This is an optimization exercise on Yosys and OpenROAD, whose aim is a short achievable clock period and few clock cycles, not a production implementation. The RTL was checked by simulation tests, not by an equivalence proof against the original design.

==> inputs of job 1535 <==
## SimpleCPU
module SimpleCPU(clk, rst, data_fromRAM, wrEn, addr_toRAM, data_toRAM);
clock: 10.0 ns
lec_check: 0
abc_clock_period_in_ps: 4000
cap_margin: 20
core_margin: 2
core_utilization: 40
setup_slack_margin: 5
slew_margin: 20
tns_end_percent: 100
run.sh (not shown) runs the stock make flow with config.mk's settings and CLKGATE_MAP_FILE= SYNTH_SCRIPT=/design/flow/synth_recipe.tcl, a recipe that flattens the netlist after the stock synthesis.
==> inputs of job 4015, as changes to job 1535 <==
--- a/flow/design.v
+++ b/flow/design.v
@@ -17,26 +17,29 @@
 localparam S_CPI2  = 4'd5;   
 localparam S_BZ1   = 4'd6;   
 localparam S_BZ2   = 4'd7;   
 localparam S_MUL1  = 4'd8;
 localparam S_MUL2  = 4'd9;
 localparam S_WR    = 4'd10;  
+localparam S_CPF   = 4'd12;  
 input clk, rst;
 input wire [31:0] data_fromRAM;
-output reg wrEn;
-output reg [SIZE-1:0] addr_toRAM;
-output reg [31:0] data_toRAM;
+output wire wrEn;
+output wire [SIZE-1:0] addr_toRAM;
+output wire [31:0] data_toRAM;
 reg [3:0]  state, stateNext;
 reg [SIZE-1:0] PC, PCNext;
 reg [31:0] IW, IWNext;
 reg        iwLive, iwLiveNext;    
 reg [31:0] R1, R1Next;
 reg [31:0] R2, R2Next;
 reg [31:0] Res, ResNext;
 reg [SIZE-1:0] WA, WANext;        
 reg        Z, ZNext;
+reg [SIZE-1:0] aOld;
+wire [3:0] st = state;
 wire [31:0] iwc = iwLive ? data_fromRAM : IW;
 wire [2:0]  opc = iwc[31:29];
 wire        imc = iwc[28];
 wire [2:0]  op  = IW[31:29];
 wire        im  = IW[28];
 wire [SIZE-1:0] fA = IW[SIZE+13:14];
@@ -78,149 +81,173 @@
 	R1     <= R1Next;
 	R2     <= R2Next;
 	Res    <= ResNext;
 	WA     <= WANext;
 	Z      <= ZNext;
 end
+wire [SIZE-1:0] dfrAddr = (st == S_DEC) ? data_fromRAM[SIZE+13:14] : data_fromRAM[SIZE-1:0];
+wire liveSel = (st == S_DEC && iwLive) || (st == S_CPI1) || (st == S_BZ2 && Z);
+reg [SIZE-1:0] regAddr;
+always @(*) begin
+	regAddr = PC;
+	case (st)
+		S_DEC: begin
+			if (op == CP && im) regAddr = PC1;
+			else if (!im && (op == CP || op == CPI || op == BZJ)) regAddr = fB;
+			else regAddr = fA;
+		end
+		S_RDA: begin
+			if (op == CPI || (!im && op != BZJ)) regAddr = fB;
+			else regAddr = PC1;
+		end
+		S_RDB, S_CPI2, S_BZ2, S_MUL2, S_CPF: regAddr = PC1;
+		S_BZ1: regAddr = fA;
+		S_WR:  regAddr = WA;
+		default: regAddr = PC;
+	endcase
+end
+assign addr_toRAM = liveSel ? dfrAddr : regAddr;
+assign wrEn       = (state == S_WR) & ~rst;
+assign data_toRAM = Res;
 always @(*) begin
 	stateNext  = state;
 	PCNext     = PC;
 	IWNext     = IW;
 	iwLiveNext = 1'b0;
 	R1Next     = R1;
 	R2Next     = R2;
 	ResNext    = Res;
 	WANext     = WA;
 	ZNext      = Z;
-	wrEn       = 1'b0;
-	addr_toRAM = PC;
-	data_toRAM = Res;
+	aOld = PC;
 	if (rst) begin
-		addr_toRAM = 0;
 		PCNext     = 0;
-		stateNext  = S_DEC;
-		iwLiveNext = 1'b1;
+		stateNext  = S_FETCH;
 	end else begin
-		case (state)
+		case (st)
 			S_FETCH: begin
-				addr_toRAM = PC;
+				aOld = PC;
 				iwLiveNext = 1'b1;
 				stateNext  = S_DEC;
 			end
 			S_DEC: begin
 				IWNext = iwc;
 				WANext = iwc[SIZE+13:14];
 				R2Next = {18'd0, iwc[13:0]};
+				if (iwLive && (opc == CP || (!imc && (opc == CPI || opc == BZJ)))) begin
+					stateNext = S_DEC;
+				end else
 				case (opc)
 					CP: begin
 						if (imc) begin
 							ResNext    = {18'd0, iwc[13:0]};
-							addr_toRAM = PC1;
+							aOld = PC1;
 							stateNext  = S_WR;
 						end else begin
-							addr_toRAM = iwc[SIZE-1:0];
+							aOld = iwc[SIZE-1:0];
 							stateNext  = S_RDB;
 						end
 					end
 					CPI: begin
 						if (imc) begin
-							addr_toRAM = iwc[SIZE+13:14];
+							aOld = iwc[SIZE+13:14];
 							stateNext  = S_RDA;
 						end else begin
-							addr_toRAM = iwc[SIZE-1:0];
+							aOld = iwc[SIZE-1:0];
 							stateNext  = S_CPI1;
 						end
 					end
 					BZJ: begin
 						if (imc) begin
-							addr_toRAM = iwc[SIZE+13:14];
+							aOld = iwc[SIZE+13:14];
 							stateNext  = S_RDA;
 						end else begin
-							addr_toRAM = iwc[SIZE-1:0];
+							aOld = iwc[SIZE-1:0];
 							stateNext  = S_BZ1;
 						end
 					end
 					default: begin
-						addr_toRAM = iwc[SIZE+13:14];
+						aOld = iwc[SIZE+13:14];
 						stateNext  = S_RDA;
 					end
 				endcase
 			end
 			S_RDA: begin
 				R1Next = data_fromRAM;
 				case (op)
 					CPI: begin        
 						WANext     = data_fromRAM[SIZE-1:0];
-						addr_toRAM = fB;
+						aOld = fB;
 						stateNext  = S_RDB;
 					end
 					BZJ: begin        
 						PCNext    = data_fromRAM[SIZE-1:0] + fB;
 						stateNext = S_FETCH;
 					end
 					MUL: begin
 						if (im) stateNext = S_MUL1;
 						else begin
-							addr_toRAM = fB;
+							aOld = fB;
 							stateNext  = S_RDB;
 						end
 					end
 					default: begin
 						if (im) begin
 							ResNext    = aluOut;
-							addr_toRAM = PC1;
+							aOld = PC1;
 							stateNext  = S_WR;
 						end else begin
-							addr_toRAM = fB;
+							aOld = fB;
 							stateNext  = S_RDB;
 						end
 					end
 				endcase
 			end
 			S_RDB: begin
 				R2Next = data_fromRAM;
 				if (op == MUL) stateNext = S_MUL1;
 				else begin
 					ResNext    = aluOut;
-					addr_toRAM = PC1;
+					aOld = PC1;
 					stateNext  = S_WR;
 				end
 			end
 			S_CPI1: begin
-				addr_toRAM = data_fromRAM[SIZE-1:0];
+				aOld = data_fromRAM[SIZE-1:0];
 				stateNext  = S_CPI2;
 			end
 			S_CPI2: begin
 				ResNext    = data_fromRAM;
-				addr_toRAM = PC1;
+				aOld = PC1;
 				stateNext  = S_WR;
 			end
 			S_BZ1: begin
 				ZNext      = (data_fromRAM == 32'd0);
-				addr_toRAM = fA;
+				aOld = fA;
 				stateNext  = S_BZ2;
 			end
 			S_BZ2: begin
 				PCNext     = Z ? data_fromRAM[SIZE-1:0] : PC1;
-				addr_toRAM = PCNext;
+				aOld = PCNext;
 				iwLiveNext = 1'b1;
 				stateNext  = S_DEC;
 			end
 			S_MUL1: begin
 				stateNext = S_MUL2;
 			end
 			S_MUL2: begin
 				ResNext    = prod;
-				addr_toRAM = PC1;
+				aOld = PC1;
 				stateNext  = S_WR;
 			end
+			S_CPF: begin
+				stateNext = S_WR;
+			end
 			S_WR: begin
-				wrEn       = 1'b1;
-				addr_toRAM = WA;
-				data_toRAM = Res;
-				PCNext     = PC1;
+				aOld = WA;
+							PCNext     = PC1;
 				IWNext     = (WA == PC1) ? Res : data_fromRAM;
 				stateNext  = S_DEC;
 			end
 			default: stateNext = S_FETCH;
 		endcase
 	end
==> metrics.md <==
| Metric | Value |
|---|---|
| Placed cells | `4969` |
| Seq area share | `0.139` |
| Vias in the first global route | `31300` |
| CP endpoint kind | `flip-flop` |
| Layout Area Growth over Synthesis | `17.8%` |
| Initial core utilization | `0.403` |
| Status | `timing/DRC/antenna clean` |
| Cells after Synth | `4012` |
| Fin Hold WS | `0.553 ns` |
| Drt first-iter violations | `4306` |
| Worst path depth | `16` |
| GR Util met1 | `0.480` |
| Critical path's largest stage delay | `0.59 ns` |
(the above is from job 4015)
==> metrics.md <==
| Metric | Value |
|---|---|
| Seq area share | `0.138` |
| Fin Hold WS | `0.573 ns` |
| Drt first-iter violations | `4568` |
| Vias in the first global route | `31400` |
| GR Util met1 | `0.494` |
| Cells after Synth | `3987` |
| Status | `timing/DRC/antenna clean` |
| Placed cells | `5003` |
| CP endpoint kind | `output pin` |
| Initial core utilization | `0.405` |
(the above is from job 1535)
Testbench counts of job 1535, summed over its fixed seeds: cycles 158,490.
Testbench counts of job 4015, summed over its fixed seeds: cycles 160,989.

---

==> inputs of try-zinc <==
Another version of the RTL of SimpleCPU (not shown whole).
Settings: LEC_CHECK=0, ABC_CLOCK_PERIOD_IN_PS=4000, CAP_MARGIN=20, CORE_MARGIN=2, CORE_UTILIZATION=40, SETUP_SLACK_MARGIN=5, SLEW_MARGIN=20, TNS_END_PERCENT=100; clock period 10.0 ns.
==> inputs of try-delta, as changes to try-zinc <==
--- a/flow/design.v
+++ b/flow/design.v
@@ -44,12 +44,14 @@
 wire [2:0]  op  = IW[31:29];
 wire        im  = IW[28];
 wire [SIZE-1:0] fA = IW[SIZE+13:14];
 wire [SIZE-1:0] fB = IW[SIZE-1:0];
 wire [31:0] immB = {18'd0, IW[13:0]};
-wire [SIZE-1:0] PC1;
-SimpleCPU_inc #(SIZE) pcinc (.a(PC), .s(PC1));
+reg  [SIZE-1:0] PC1;
+wire [SIZE-1:0] PCNext1;
+SimpleCPU_inc #(SIZE) pcinc (.a(PCNext), .s(PCNext1));
+always @(posedge clk) PC1 <= PCNext1;
 wire [31:0] aluA = (state == S_RDA) ? data_fromRAM : R1;
 wire [31:0] aluB = (state == S_RDA) ? immB : data_fromRAM;
 wire [31:0] sum, dif_unused;
 wire        sumC, geC;
 SimpleCPU_ksadd #(32, 5) add_ (.a(aluA), .b(aluB), .cin(1'b0), .s(sum), .cout(sumC));
--- a/flow/config.mk
+++ b/flow/config.mk
@@ -6,9 +6,9 @@
 export NUM_CORES = 4
 export LEC_CHECK = 0
 export ABC_CLOCK_PERIOD_IN_PS = 4000
 export CAP_MARGIN = 20
 export CORE_MARGIN = 2
-export CORE_UTILIZATION = 40
+export CORE_UTILIZATION = 30
 export SETUP_SLACK_MARGIN = 5
 export SLEW_MARGIN = 20
 export TNS_END_PERCENT = 100
==> summary.md <==
| Metric | Value |
|---|---|
| Most frequent cells in the layout | `581 x nand2_1, 498 x inv_1, 415 x fa_1` |
| Kind of critical path | `in2out` |
| Non-clk bufs | `264` |
| Status | `finished clean` |
| Wirelength, routed | `151000 um` |
| Synth Area in Simple Gates | `18.4%` |
| Worst r2r src | `R2[0]` |
| Dpl cell area | `37800 um2` |
That was try-delta.
==> summary.md <==
| Metric | Value |
|---|---|
| Status | `finished clean` |
| Multi-input gate share of total cell area | `65.3%` |
| Worst r2r src | `state[1]` |
| Kind of critical path | `reg2out` |
| Area of the core | `86800 um2` |
| Non-clk bufs | `272` |
| Wirelength, routed | `148000 um` |
| #MultiIn Comb | `3015` |
| Most frequent cells in the layout | `529 x nand2_1, 507 x inv_1, 415 x fa_1` |
| Final hold violations | `0` |
| R2R Path End | `Res[30]` |
| Synth Area in Simple Gates | `18.5%` |
| Syn Inst Count | `4092` |
| Die ar. | `90000 um2` |
That was try-zinc.
Testbench counts of try-zinc, summed over its fixed seeds: cycles 164,208.
Testbench counts of try-delta, summed over its fixed seeds: cycles 164,208.

==> re-timing with driven ports <==
The flow's constraints put no driver on any port. The routed layouts listed below were extracted and timed again, unchanged, in two steps.
Step 1, drivers: a clkbuf_16 drives clk and a buf_2 each remaining input, both assumed.
Step 2 moves the port delays by t, midway between the first and last clock arrival at a register: inputs arrive t later, outputs are due t later. That takes back most of the time a late clock gives input paths.
Three values: ideal ports, drivers, drivers and shift; two values: the first two.
| run | shift t [ns] | slack for setup (ns) | worst setup path at the end | clock arrival spread, ns | worst data-port slew with drivers (ns) |
|---|---|---|---|---|---|
| job 1535 | 0.656 | 4.404 / 4.367 / 4.367 | input to output | 0.032 / 0.032 | 0.17 |
| job 4015 | 0.672 | 4.972 / 4.953 / 4.349 | input to register | 0.071 / 0.071 | 0.05 |
| try-zinc | 0.637 | 4.956 / 4.888 / 4.375 | input to register | 0.046 / 0.045 | 0.19 |
| try-delta | 0.654 | 5.005 / 4.882 / 4.447 | input to register | 0.027 / 0.026 | 0.13 |
After both steps setup and hold are still met in every run listed. The setup slack of job 4015, which loses most, moves by -0.019 ns with the drivers and by -0.623 ns with both steps.
